Background: an optimization exercise with open tools, aiming at small area and a short achievable clock period. Do not read the settings as production practice.
Only simulation tests tie the RTL to the original design; equivalence was not proved.

## red
## ntt4point
module ntt4point(
    input clk, rst,
    input [15:0] in0, in1, in2, in3,
    output [15:0] out0, out1, out2, out3
);
For scale: roughly 950 cells after synthesis, about 52 flip-flops, about 130 I/O pins, ~11000 sq um of cells after synthesis.
export LEC_CHECK = 0
export CAP_MARGIN = 20
export CORE_MARGIN = 2
export CORE_UTILIZATION = 40
export SLEW_MARGIN = 20
export SYNTH_ARGS = -noabc
export SYNTH_KEEP_MODULES = ntt_fa
export BUFFER_PORTS_ARGS = -buffer_cell sky130_fd_sc_hd__buf_1
export CTS_BUF_LIST = sky130_fd_sc_hd__clkbuf_8
export SETUP_SLACK_MARGIN = 39.0
export SKIP_GATE_CLONING = 1
create_clock -name core_clock -period 60.0 [get_ports {clk}]
standard.sh (not shown) runs the stock make flow with config.mk's settings and CLKGATE_MAP_FILE= SYNTH_SCRIPT=/design/flow/synth_recipe.tcl, a recipe that flattens the netlist after the stock synthesis.
==> flow/flow/run.sh <==
#!/bin/bash
set -euo pipefail
cd "$(dirname "$0")/.."
cat >> config.mk <<'EOC'
export SYNTH_ARGS = -noabc
export SYNTH_KEEP_MODULES = ntt_fa
export DONT_USE_CELLS += sky130_fd_sc_hd__ha_1
export BUFFER_PORTS_ARGS = -buffer_cell sky130_fd_sc_hd__buf_1
export CTS_BUF_LIST = sky130_fd_sc_hd__clkbuf_8
export SETUP_SLACK_MARGIN = 39.0
export SKIP_GATE_CLONING = 1
EOC
bash standard.sh > standard_flow.log 2>&1
diff inputs: red => blue
==> flow/run.sh (new file) <==
#!/bin/bash
# synth_recipe.tcl (not shown) runs the flow's synth.tcl, then flattens the netlist and writes it again
# the make line also repeats each setting of config.mk as NAME=value (left out here)
make -C /OpenROAD-flow-scripts/flow DESIGN_CONFIG=/design/flow/config.mk WORK_HOME=/design/flow/orfs CLKGATE_MAP_FILE= SYNTH_SCRIPT=/design/flow/synth_recipe.tcl finish
==> flow/config.mk <==
export PLATFORM = sky130hd
export DESIGN_NAME = ntt4point
export DESIGN_NICKNAME = ntt4point
export VERILOG_FILES = /design/flow/design.v
export SDC_FILE = /design/flow/constraint.sdc
export NUM_CORES = 4
export LEC_CHECK = 0
export CAP_MARGIN = 20
export CORE_MARGIN = 2
export CORE_UTILIZATION = 60
export CTS_BUF_LIST = sky130_fd_sc_hd__clkbuf_8
export PLACE_DENSITY = 0.8
export SETUP_SLACK_MARGIN = 5
export SLEW_MARGIN = 20
removed: flow/flow/run.sh
removed: flow/standard.sh
Results
- [compare] base=red new=blue: final design area excluding fillers has increased, first-pass GRT wire length climbed 7.4%, maximum frequency saw a decrease.
- blue gives more final layout net count than red did.
- blue: final design utilization higher than red
- [blue] final worst slack fell 1.02 ns relative to red
Inputs modified between blue and green:
==> flow/flow/run.sh (new file) <==
#!/bin/bash
set -euo pipefail
cd "$(dirname "$0")/.."
cat >> config.mk <<'EOC'
export SYNTH_ARGS = -noabc
export SYNTH_KEEP_MODULES = ntt_fa
export DONT_USE_CELLS += sky130_fd_sc_hd__ha_1
export BUFFER_PORTS_ARGS = -buffer_cell sky130_fd_sc_hd__buf_1
export CTS_BUF_LIST = sky130_fd_sc_hd__clkbuf_8
export SETUP_SLACK_MARGIN = 39.0
EOC
bash standard.sh > standard_flow.log 2>&1
==> flow/standard.sh (new file) <==
#!/bin/bash
# synth_recipe.tcl (not shown) runs the flow's synth.tcl, then flattens the netlist and writes it again
# the make line also repeats each setting of config.mk as NAME=value (left out here)
make -C /OpenROAD-flow-scripts/flow DESIGN_CONFIG=/design/flow/config.mk WORK_HOME=/design/flow/orfs CLKGATE_MAP_FILE= SYNTH_SCRIPT=/design/flow/synth_recipe.tcl "${@:-finish}"
--- a/flow/config.mk
+++ b/flow/config.mk
@@ -8,7 +8,10 @@
 export CAP_MARGIN = 20
 export CORE_MARGIN = 2
-export CORE_UTILIZATION = 60
+export CORE_UTILIZATION = 40
+export SLEW_MARGIN = 20
+export SYNTH_ARGS = -noabc
+export SYNTH_KEEP_MODULES = ntt_fa
+export DONT_USE_CELLS += sky130_fd_sc_hd__ha_1
+export BUFFER_PORTS_ARGS = -buffer_cell sky130_fd_sc_hd__buf_1
 export CTS_BUF_LIST = sky130_fd_sc_hd__clkbuf_8
-export PLACE_DENSITY = 0.8
-export SETUP_SLACK_MARGIN = 5
-export SLEW_MARGIN = 20
+export SETUP_SLACK_MARGIN = 39.0
removed: flow/run.sh
==> comparison <==
Adder-cell share of the synthesized area was higher in blue than in green.
The worst path setup slack after routing number comes out lower for blue vs green.
Of the two values seen for standard cell with the maximum stage delay on the critical path, clkdlybuf4s50_1 was produced by blue and fa_1 by green.
The run with more routed wire is blue, not green.
When green is measured against blue, its fraction of synthesized area in multiplexers turns out 0.46 points higher.
Inputs modified between green and orange:
--- a/flow/config.mk
+++ b/flow/config.mk
@@ -6,8 +6,9 @@
 export NUM_CORES = 4
 export LEC_CHECK = 0
-export CAP_MARGIN = 20
+export CAP_MARGIN = 0
 export CORE_MARGIN = 2
-export CORE_UTILIZATION = 40
-export SLEW_MARGIN = 20
+export CORE_UTILIZATION = 60
+export PLACE_DENSITY = 0.8
+export SLEW_MARGIN = 0
 export SYNTH_ARGS = -noabc
 export SYNTH_KEEP_MODULES = ntt_fa
==> comparison <==
Summary of orange over green: estimated wirelength of the detail-placed design shows a reduction of 730 um; setup slack shrank by 0.057 ns; worst hold slack moved up. [orange] cell area fell 240 sq um relative to green. Sequential share of layout area up 0.16 points in orange wrt green. Compared with green, in orange buffering overhead moved down, count of cells along the worst hold path moved down, global-route usage moved up, count of plain and timing-repair buffers in the layout moved down.
Modified inputs, purple compared to orange
--- a/flow/flow/run.sh
+++ b/flow/flow/run.sh
@@ -9,4 +9,5 @@
 export CTS_BUF_LIST = sky130_fd_sc_hd__clkbuf_8
 export SETUP_SLACK_MARGIN = 39.0
+export GPL_TIMING_DRIVEN = 1
 EOC
 bash standard.sh > standard_flow.log 2>&1
--- a/flow/config.mk
+++ b/flow/config.mk
@@ -6,9 +6,8 @@
 export NUM_CORES = 4
 export LEC_CHECK = 0
-export CAP_MARGIN = 0
+export CAP_MARGIN = 20
 export CORE_MARGIN = 2
-export CORE_UTILIZATION = 60
-export PLACE_DENSITY = 0.8
-export SLEW_MARGIN = 0
+export CORE_UTILIZATION = 40
+export SLEW_MARGIN = 20
 export SYNTH_ARGS = -noabc
 export SYNTH_KEEP_MODULES = ntt_fa
@@ -17,2 +16,3 @@
 export CTS_BUF_LIST = sky130_fd_sc_hd__clkbuf_8
 export SETUP_SLACK_MARGIN = 39.0
+export GPL_TIMING_DRIVEN = 1
--- outcome ---
purple ran to completion and came out clean on the timing, DRC and antenna checks.
Row overall global routing resource usage: purple lower / orange higher
Re global routing met2 resource utilization: purple is 14 points down on orange.
STATUS die area: purple loses against orange
The master of the slowest instance on the critical path comes out fa_1 in one run and fa_2 in the other, namely in purple and orange respectively.
Of purple and orange, it is purple that has the lower post-detailed-route wirelength per cell.

Setup of run 1:
ntt4point, a different RTL version from the one above (not shown whole).
Size in the first run: ~52 flip-flops, ~12000 µm² of cells after synthesis.
==> flow/design.v (excerpt) <==
module ntt4point(
    input clk, rst,
    input [15:0] in0, in1, in2, in3,
    output [15:0] out0, out1, out2, out3
);
Settings: LEC_CHECK=0, CAP_MARGIN=20, CORE_MARGIN=2, CORE_UTILIZATION=40, SLEW_MARGIN=20, SYNTH_ARGS=-noabc, SYNTH_KEEP_MODULES=ntt_fa, BUFFER_PORTS_ARGS=-buffer_cell sky130_fd_sc_hd__buf_1, SETUP_SLACK_MARGIN=39.8; clock period 60.0 ns.
==> flow/flow/run.sh <==
#!/bin/bash
set -euo pipefail
cd "$(dirname "$0")/.."
cat >> config.mk <<'EOC'
export SYNTH_ARGS = -noabc
export SYNTH_KEEP_MODULES = ntt_fa
export BUFFER_PORTS_ARGS = -buffer_cell sky130_fd_sc_hd__buf_1
export DONT_USE_CELLS += sky130_fd_sc_hd__ha_1
export SETUP_SLACK_MARGIN = 39.8
EOC
bash standard.sh > standard_flow.log 2>&1
Inputs modified between run 1 and run 2:
--- a/flow/flow/run.sh
+++ b/flow/flow/run.sh
@@ -6,5 +6,4 @@
 export SYNTH_KEEP_MODULES = ntt_fa
 export BUFFER_PORTS_ARGS = -buffer_cell sky130_fd_sc_hd__buf_1
-export DONT_USE_CELLS += sky130_fd_sc_hd__ha_1
 export SETUP_SLACK_MARGIN = 39.8
 EOC
--- a/flow/config.mk
+++ b/flow/config.mk
@@ -8,9 +8,8 @@
 export CAP_MARGIN = 20
 export CORE_MARGIN = 2
-export CORE_UTILIZATION = 40
+export CORE_UTILIZATION = 70
 export SLEW_MARGIN = 20
 export SYNTH_ARGS = -noabc
 export SYNTH_KEEP_MODULES = ntt_fa
 export BUFFER_PORTS_ARGS = -buffer_cell sky130_fd_sc_hd__buf_1
-export DONT_USE_CELLS += sky130_fd_sc_hd__ha_1
 export SETUP_SLACK_MARGIN = 39.8
Results
- As of run 2, global-route wire length before repair had fallen by a few percent compared to run 1.
- [compare] base=run 1 new=run 2: global routing met1 resource utilization grew by 15 points; growth of design area from synthesis to finish down 2.3 points; fraction of the core area covered by cells at the end of the flow moved up; sum of met2 wire segment lengths after detailed routing climbed 6.0%.
- Final hold slack | run 2 above run 1
- Looking at setup slack, run 2 sits 0.022 ns lower than run 1 does.
Input-level comparison between run 3 and run 2:
--- a/flow/flow/run.sh
+++ b/flow/flow/run.sh
@@ -5,5 +5,7 @@
 export SYNTH_ARGS = -noabc
 export SYNTH_KEEP_MODULES = ntt_fa
+export DONT_USE_CELLS += sky130_fd_sc_hd__ha_1
 export BUFFER_PORTS_ARGS = -buffer_cell sky130_fd_sc_hd__buf_1
+export CTS_BUF_LIST = sky130_fd_sc_hd__clkbuf_8
 export SETUP_SLACK_MARGIN = 39.8
 EOC
--- a/flow/config.mk
+++ b/flow/config.mk
@@ -8,8 +8,10 @@
 export CAP_MARGIN = 20
 export CORE_MARGIN = 2
-export CORE_UTILIZATION = 70
+export CORE_UTILIZATION = 40
 export SLEW_MARGIN = 20
 export SYNTH_ARGS = -noabc
 export SYNTH_KEEP_MODULES = ntt_fa
+export DONT_USE_CELLS += sky130_fd_sc_hd__ha_1
 export BUFFER_PORTS_ARGS = -buffer_cell sky130_fd_sc_hd__buf_1
+export CTS_BUF_LIST = sky130_fd_sc_hd__clkbuf_8
 export SETUP_SLACK_MARGIN = 39.8
### Flow results
A most used routing layer in global routing of met1 is what run 3 shows, while met2 belongs to run 2. Run 2 and run 3 ended up with nearly the same achievable clock frequency. Changes observed in run 3 relative to run 2: shortest clock period the worst path allows after layout about even, met2 routed wirelength fell by 800 µm, count of clock-buffer cells in the layout rose by 1, layout overhead on the synthesized area rose by 1.7 points.
Inputs modified between run 3 and run 4:
==> flow/flow/run.sh <==
#!/bin/bash
set -euo pipefail
cd "$(dirname "$0")/.."
cat >> config.mk <<'EOC'
export SYNTH_ARGS = -noabc
export SYNTH_KEEP_MODULES = ntt_fa
export BUFFER_PORTS_ARGS = -buffer_cell sky130_fd_sc_hd__buf_1
export SETUP_SLACK_MARGIN = 40.3
EOC
bash standard.sh > standard_flow.log 2>&1
--- a/flow/config.mk
+++ b/flow/config.mk
@@ -12,6 +12,4 @@
 export SYNTH_ARGS = -noabc
 export SYNTH_KEEP_MODULES = ntt_fa
-export DONT_USE_CELLS += sky130_fd_sc_hd__ha_1
 export BUFFER_PORTS_ARGS = -buffer_cell sky130_fd_sc_hd__buf_1
-export CTS_BUF_LIST = sky130_fd_sc_hd__clkbuf_8
-export SETUP_SLACK_MARGIN = 39.8
+export SETUP_SLACK_MARGIN = 40.3
Notes after the runs:
No run among run 4 and run 3 stopped early or left any final violation; all are clean.
Comparing run 4 and run 3, critical path depth is higher on run 4.
Run 3 -> run 4: final non-filler cell total increased slightly
r3[9] as the last element of the critical path was reported by run 3, and r0[8] by run 4.
In the metrics for run 4 and run 3, the one carrying the lower number of diodes is run 3.
The inputs of run 5 differ from those of run 4 as listed below.
# run 4
export LEC_CHECK = 0
export CAP_MARGIN = 20
export CORE_MARGIN = 2
export CORE_UTILIZATION = 40
export SLEW_MARGIN = 20
export SYNTH_ARGS = -noabc
export SYNTH_KEEP_MODULES = ntt_fa
export BUFFER_PORTS_ARGS = -buffer_cell sky130_fd_sc_hd__buf_1
export SETUP_SLACK_MARGIN = 40.3
create_clock -name core_clock -period 60.0 [get_ports {clk}]
# run 5
export LEC_CHECK = 0
export CAP_MARGIN = 20
export CORE_MARGIN = 2
export CORE_UTILIZATION = 55
export SLEW_MARGIN = 20
export SYNTH_ARGS = -noabc
export SYNTH_KEEP_MODULES = ntt_fa
export BUFFER_PORTS_ARGS = -buffer_cell sky130_fd_sc_hd__buf_1
export SETUP_SLACK_MARGIN = 39.8
create_clock -name core_clock -period 60.0 [get_ports {clk}]
--- a/flow/flow/run.sh
+++ b/flow/flow/run.sh
@@ -6,5 +6,5 @@
 export SYNTH_KEEP_MODULES = ntt_fa
 export BUFFER_PORTS_ARGS = -buffer_cell sky130_fd_sc_hd__buf_1
-export SETUP_SLACK_MARGIN = 40.3
+export SETUP_SLACK_MARGIN = 39.8
 EOC
 bash standard.sh > standard_flow.log 2>&1
Findings:
- Run 5: flow completed, timing, DRC and antenna clean
- Starting utilization of the core area in run 5 is 16 points above run 4.
- Design area ended up 3.7% lower on run 5 than on run 4.
- Summary — minimum clock period, run 5 relative to run 4: higher, by 0.44 ns.
- Die height: run 5 < run 4
The following lists how run 6 was set up differently from run 5:
# run 5
export LEC_CHECK = 0
export CAP_MARGIN = 20
export CORE_MARGIN = 2
export CORE_UTILIZATION = 55
export SLEW_MARGIN = 20
export SYNTH_ARGS = -noabc
export SYNTH_KEEP_MODULES = ntt_fa
export BUFFER_PORTS_ARGS = -buffer_cell sky130_fd_sc_hd__buf_1
export SETUP_SLACK_MARGIN = 39.8
create_clock -name core_clock -period 60.0 [get_ports {clk}]
# run 6
export LEC_CHECK = 0
export CAP_MARGIN = 20
export CORE_MARGIN = 2
export CORE_UTILIZATION = 40
export SLEW_MARGIN = 20
export SYNTH_ARGS = -noabc
export SYNTH_KEEP_MODULES = ntt_fa
export BUFFER_PORTS_ARGS = -buffer_cell sky130_fd_sc_hd__buf_1
create_clock -name core_clock -period 60.0 [get_ports {clk}]
--- a/flow/flow/run.sh
+++ b/flow/flow/run.sh
@@ -6,5 +6,4 @@
 export SYNTH_KEEP_MODULES = ntt_fa
 export BUFFER_PORTS_ARGS = -buffer_cell sky130_fd_sc_hd__buf_1
-export SETUP_SLACK_MARGIN = 39.8
 EOC
 bash standard.sh > standard_flow.log 2>&1
Findings:
- In the route summary, run 6 ends up with a via count below that of run 5.
- The worst-path cell with the longest stage delay comes out fa_1 in one run and a22oi_1 in the other, namely in run 5 and run 6 respectively.
- Layout buffer count excluding clock buffers (run 6 over run 5): decrease, 15
- Run 6: wire length of the first global-routing pass is 2.5% lower than what run 5 reported.
- In the metrics for run 5 and run 6, the one carrying the higher sequential share of layout area is run 6.
- Compared to run 5, the routing of run 6 uses less wire.
- For the number of tap instances, run 6 came in 115 higher than run 5 did.

RTL: one of the versions met above, not the one the previous note started from.
Size in the first run: ~52 flip-flops, ~130 I/O pins, about 11000 µm² of cells after synthesis.
Design ntt4point, start of the top module:
module ntt4point(
    input clk, rst,
    input [15:0] in0, in1, in2, in3,
    output [15:0] out0, out1, out2, out3
);
clock: 60.0 ns
lec_check: 0
cap_margin: 20
core_margin: 2
core_utilization: 40
slew_margin: 20
synth_args: -noabc
synth_keep_modules: ntt_fa
buffer_ports_args: -buffer_cell sky130_fd_sc_hd__buf_1
cts_buf_list: sky130_fd_sc_hd__clkbuf_8
setup_slack_margin: 39.0
tns_end_percent: 0
==> flow/flow/run.sh <==
#!/bin/bash
set -euo pipefail
cd "$(dirname "$0")/.."
cat >> config.mk <<'EOC'
export SYNTH_ARGS = -noabc
export SYNTH_KEEP_MODULES = ntt_fa
export DONT_USE_CELLS += sky130_fd_sc_hd__ha_1
export BUFFER_PORTS_ARGS = -buffer_cell sky130_fd_sc_hd__buf_1
export CTS_BUF_LIST = sky130_fd_sc_hd__clkbuf_8
export SETUP_SLACK_MARGIN = 39.0
export TNS_END_PERCENT = 0
EOC
bash standard.sh > standard_flow.log 2>&1
The starting point completed with no timing, DRC or antenna violations.
Next try:
--- a/flow/flow/run.sh
+++ b/flow/flow/run.sh
@@ -8,6 +8,5 @@
 export BUFFER_PORTS_ARGS = -buffer_cell sky130_fd_sc_hd__buf_1
 export CTS_BUF_LIST = sky130_fd_sc_hd__clkbuf_8
-export SETUP_SLACK_MARGIN = 39.0
-export TNS_END_PERCENT = 0
+export SETUP_SLACK_MARGIN = 39.2
 EOC
 bash standard.sh > standard_flow.log 2>&1
--- a/flow/config.mk
+++ b/flow/config.mk
@@ -8,5 +8,6 @@
 export CAP_MARGIN = 20
 export CORE_MARGIN = 2
-export CORE_UTILIZATION = 40
+export CORE_UTILIZATION = 60
+export PLACE_DENSITY = 0.8
 export SLEW_MARGIN = 20
 export SYNTH_ARGS = -noabc
@@ -15,4 +16,3 @@
 export BUFFER_PORTS_ARGS = -buffer_cell sky130_fd_sc_hd__buf_1
 export CTS_BUF_LIST = sky130_fd_sc_hd__clkbuf_8
-export SETUP_SLACK_MARGIN = 39.0
-export TNS_END_PERCENT = 0
+export SETUP_SLACK_MARGIN = 39.2
The changed run completed without violations.
Die area drops by about 33%.
Worst setup slack gains 0.17 ns.
Via count climbs by 4.3%.
Wire length drops by 1.1%.
Non-clock buffer count climbs by 5.
Global-route usage climbs by 8.5 points.
Count of clock-buffer cells in the layout climbs by 1.
Next try:
--- a/flow/flow/run.sh
+++ b/flow/flow/run.sh
@@ -8,5 +8,5 @@
 export BUFFER_PORTS_ARGS = -buffer_cell sky130_fd_sc_hd__buf_1
 export CTS_BUF_LIST = sky130_fd_sc_hd__clkbuf_8
-export SETUP_SLACK_MARGIN = 39.2
+export SETUP_SLACK_MARGIN = 39.4
 EOC
 bash standard.sh > standard_flow.log 2>&1
--- a/flow/config.mk
+++ b/flow/config.mk
@@ -8,6 +8,5 @@
 export CAP_MARGIN = 20
 export CORE_MARGIN = 2
-export CORE_UTILIZATION = 60
-export PLACE_DENSITY = 0.8
+export CORE_UTILIZATION = 40
 export SLEW_MARGIN = 20
 export SYNTH_ARGS = -noabc
@@ -16,3 +15,3 @@
 export BUFFER_PORTS_ARGS = -buffer_cell sky130_fd_sc_hd__buf_1
 export CTS_BUF_LIST = sky130_fd_sc_hd__clkbuf_8
-export SETUP_SLACK_MARGIN = 39.2
+export SETUP_SLACK_MARGIN = 39.4
What happened:
- cell count goes up by roughly a tenth
- sequential share of layout area goes down by 0.24 points
- non-clock buffer count goes up by 14
- first-iteration DRC count goes down by about a fifth
- count of clock-buffer cells in the layout goes down by 1
- worst hold slack gets worse by 0.27 ns
- setup slack gets better by 0.23 ns
- critical path depth goes up by 1
- die area goes up by well over a third
Next try:
--- a/flow/flow/run.sh
+++ b/flow/flow/run.sh
@@ -8,5 +8,5 @@
 export BUFFER_PORTS_ARGS = -buffer_cell sky130_fd_sc_hd__buf_1
 export CTS_BUF_LIST = sky130_fd_sc_hd__clkbuf_8
-export SETUP_SLACK_MARGIN = 39.4
+export SETUP_SLACK_MARGIN = 38.8
 EOC
 bash standard.sh > standard_flow.log 2>&1
--- a/flow/config.mk
+++ b/flow/config.mk
@@ -8,5 +8,6 @@
 export CAP_MARGIN = 20
 export CORE_MARGIN = 2
-export CORE_UTILIZATION = 40
+export CORE_UTILIZATION = 60
+export PLACE_DENSITY = 0.8
 export SLEW_MARGIN = 20
 export SYNTH_ARGS = -noabc
@@ -15,3 +16,3 @@
 export BUFFER_PORTS_ARGS = -buffer_cell sky130_fd_sc_hd__buf_1
 export CTS_BUF_LIST = sky130_fd_sc_hd__clkbuf_8
-export SETUP_SLACK_MARGIN = 39.4
+export SETUP_SLACK_MARGIN = 38.8
After rerunning: The new run completed without violations; final area falls by 3.9%; setup slack got worse by 0.54 ns; clock-buffer cell count rose by 1; global-route usage climbs by 8.3 points; via count is higher by 2.0%; hold slack gets better by 0.28 ns; sequential cell count is unchanged; cell count decreases by 12%.

[separate check: timing with driven ports]
No port has a modelled driver above. Below, the same layouts with a new extraction and two added sets of constraints.
Step 1 (the two cells are an assumption about what drives the block):
set clk [get_ports {clk}]
set_driving_cell -lib_cell sky130_fd_sc_hd__clkbuf_16 $clk
set_driving_cell -lib_cell sky130_fd_sc_hd__buf_2 [delete_from_list [all_inputs] $clk]
Step 2, shift: input delay + t, output delay - t, t = (earliest + latest rising clock arrival at the registers) / 2. This alone moves slack from input paths to output paths.
Slacks: no drivers / after step 1 / after step 2; pairs: no drivers / after step 1.
run	t (ns)	slack for setup (ns)	hold slack, ns	worst setup path after step 2	worst data-port slew with drivers (ns)
red	0.354	39.393 / 39.375 / 39.021	12.238 / 12.224 / 12.414	input to register	0.09
blue	0.341	38.370 / 38.375 / 38.034	12.282 / 12.268 / 12.609	input to register	0.04
green	0.354	39.393 / 39.375 / 39.021	12.238 / 12.224 / 12.414	input to register	0.09
orange	0.344	39.336 / 39.348 / 39.004	12.516 / 12.505 / 12.410	input to register	0.07
purple	0.354	39.393 / 39.375 / 39.021	12.238 / 12.224 / 12.414	input to register	0.09
run 1	0.347	40.077 / 40.095 / 39.748	12.255 / 12.232 / 12.405	input to register	0.07
run 2	0.330	40.056 / 40.069 / 39.739	12.262 / 12.247 / 12.404	input to register	0.06
run 3	0.363	40.056 / 40.069 / 39.705	12.227 / 12.212 / 12.412	input to register	0.07
run 4	0.336	40.535 / 40.512 / 40.176	12.258 / 12.236 / 12.404	input to register	0.09
run 5	0.339	40.099 / 40.119 / 39.780	12.262 / 12.238 / 12.402	input to register	0.07
run 6	0.330	38.669 / 38.688 / 38.358	12.266 / 12.247 / 12.404	input to register	0.08
the first run of note 3	0.353	39.325 / 39.316 / 38.962	12.238 / 12.224 / 12.415	input to register	0.08
the second run of note 3	0.344	39.491 / 39.472 / 39.128	12.512 / 12.501 / 12.409	input to register	0.07
the third run of note 3	0.353	39.720 / 39.689 / 39.336	12.240 / 12.226 / 12.415	input to register	0.09
the fourth run of note 3	0.344	39.178 / 39.188 / 38.844	12.523 / 12.512 / 12.409	input to register	0.07
After both steps setup and hold are still met in every run listed. For the third run of note 3, which loses most, drivers alone change the setup slack by -0.031 ns; drivers and shift together by -0.384 ns.
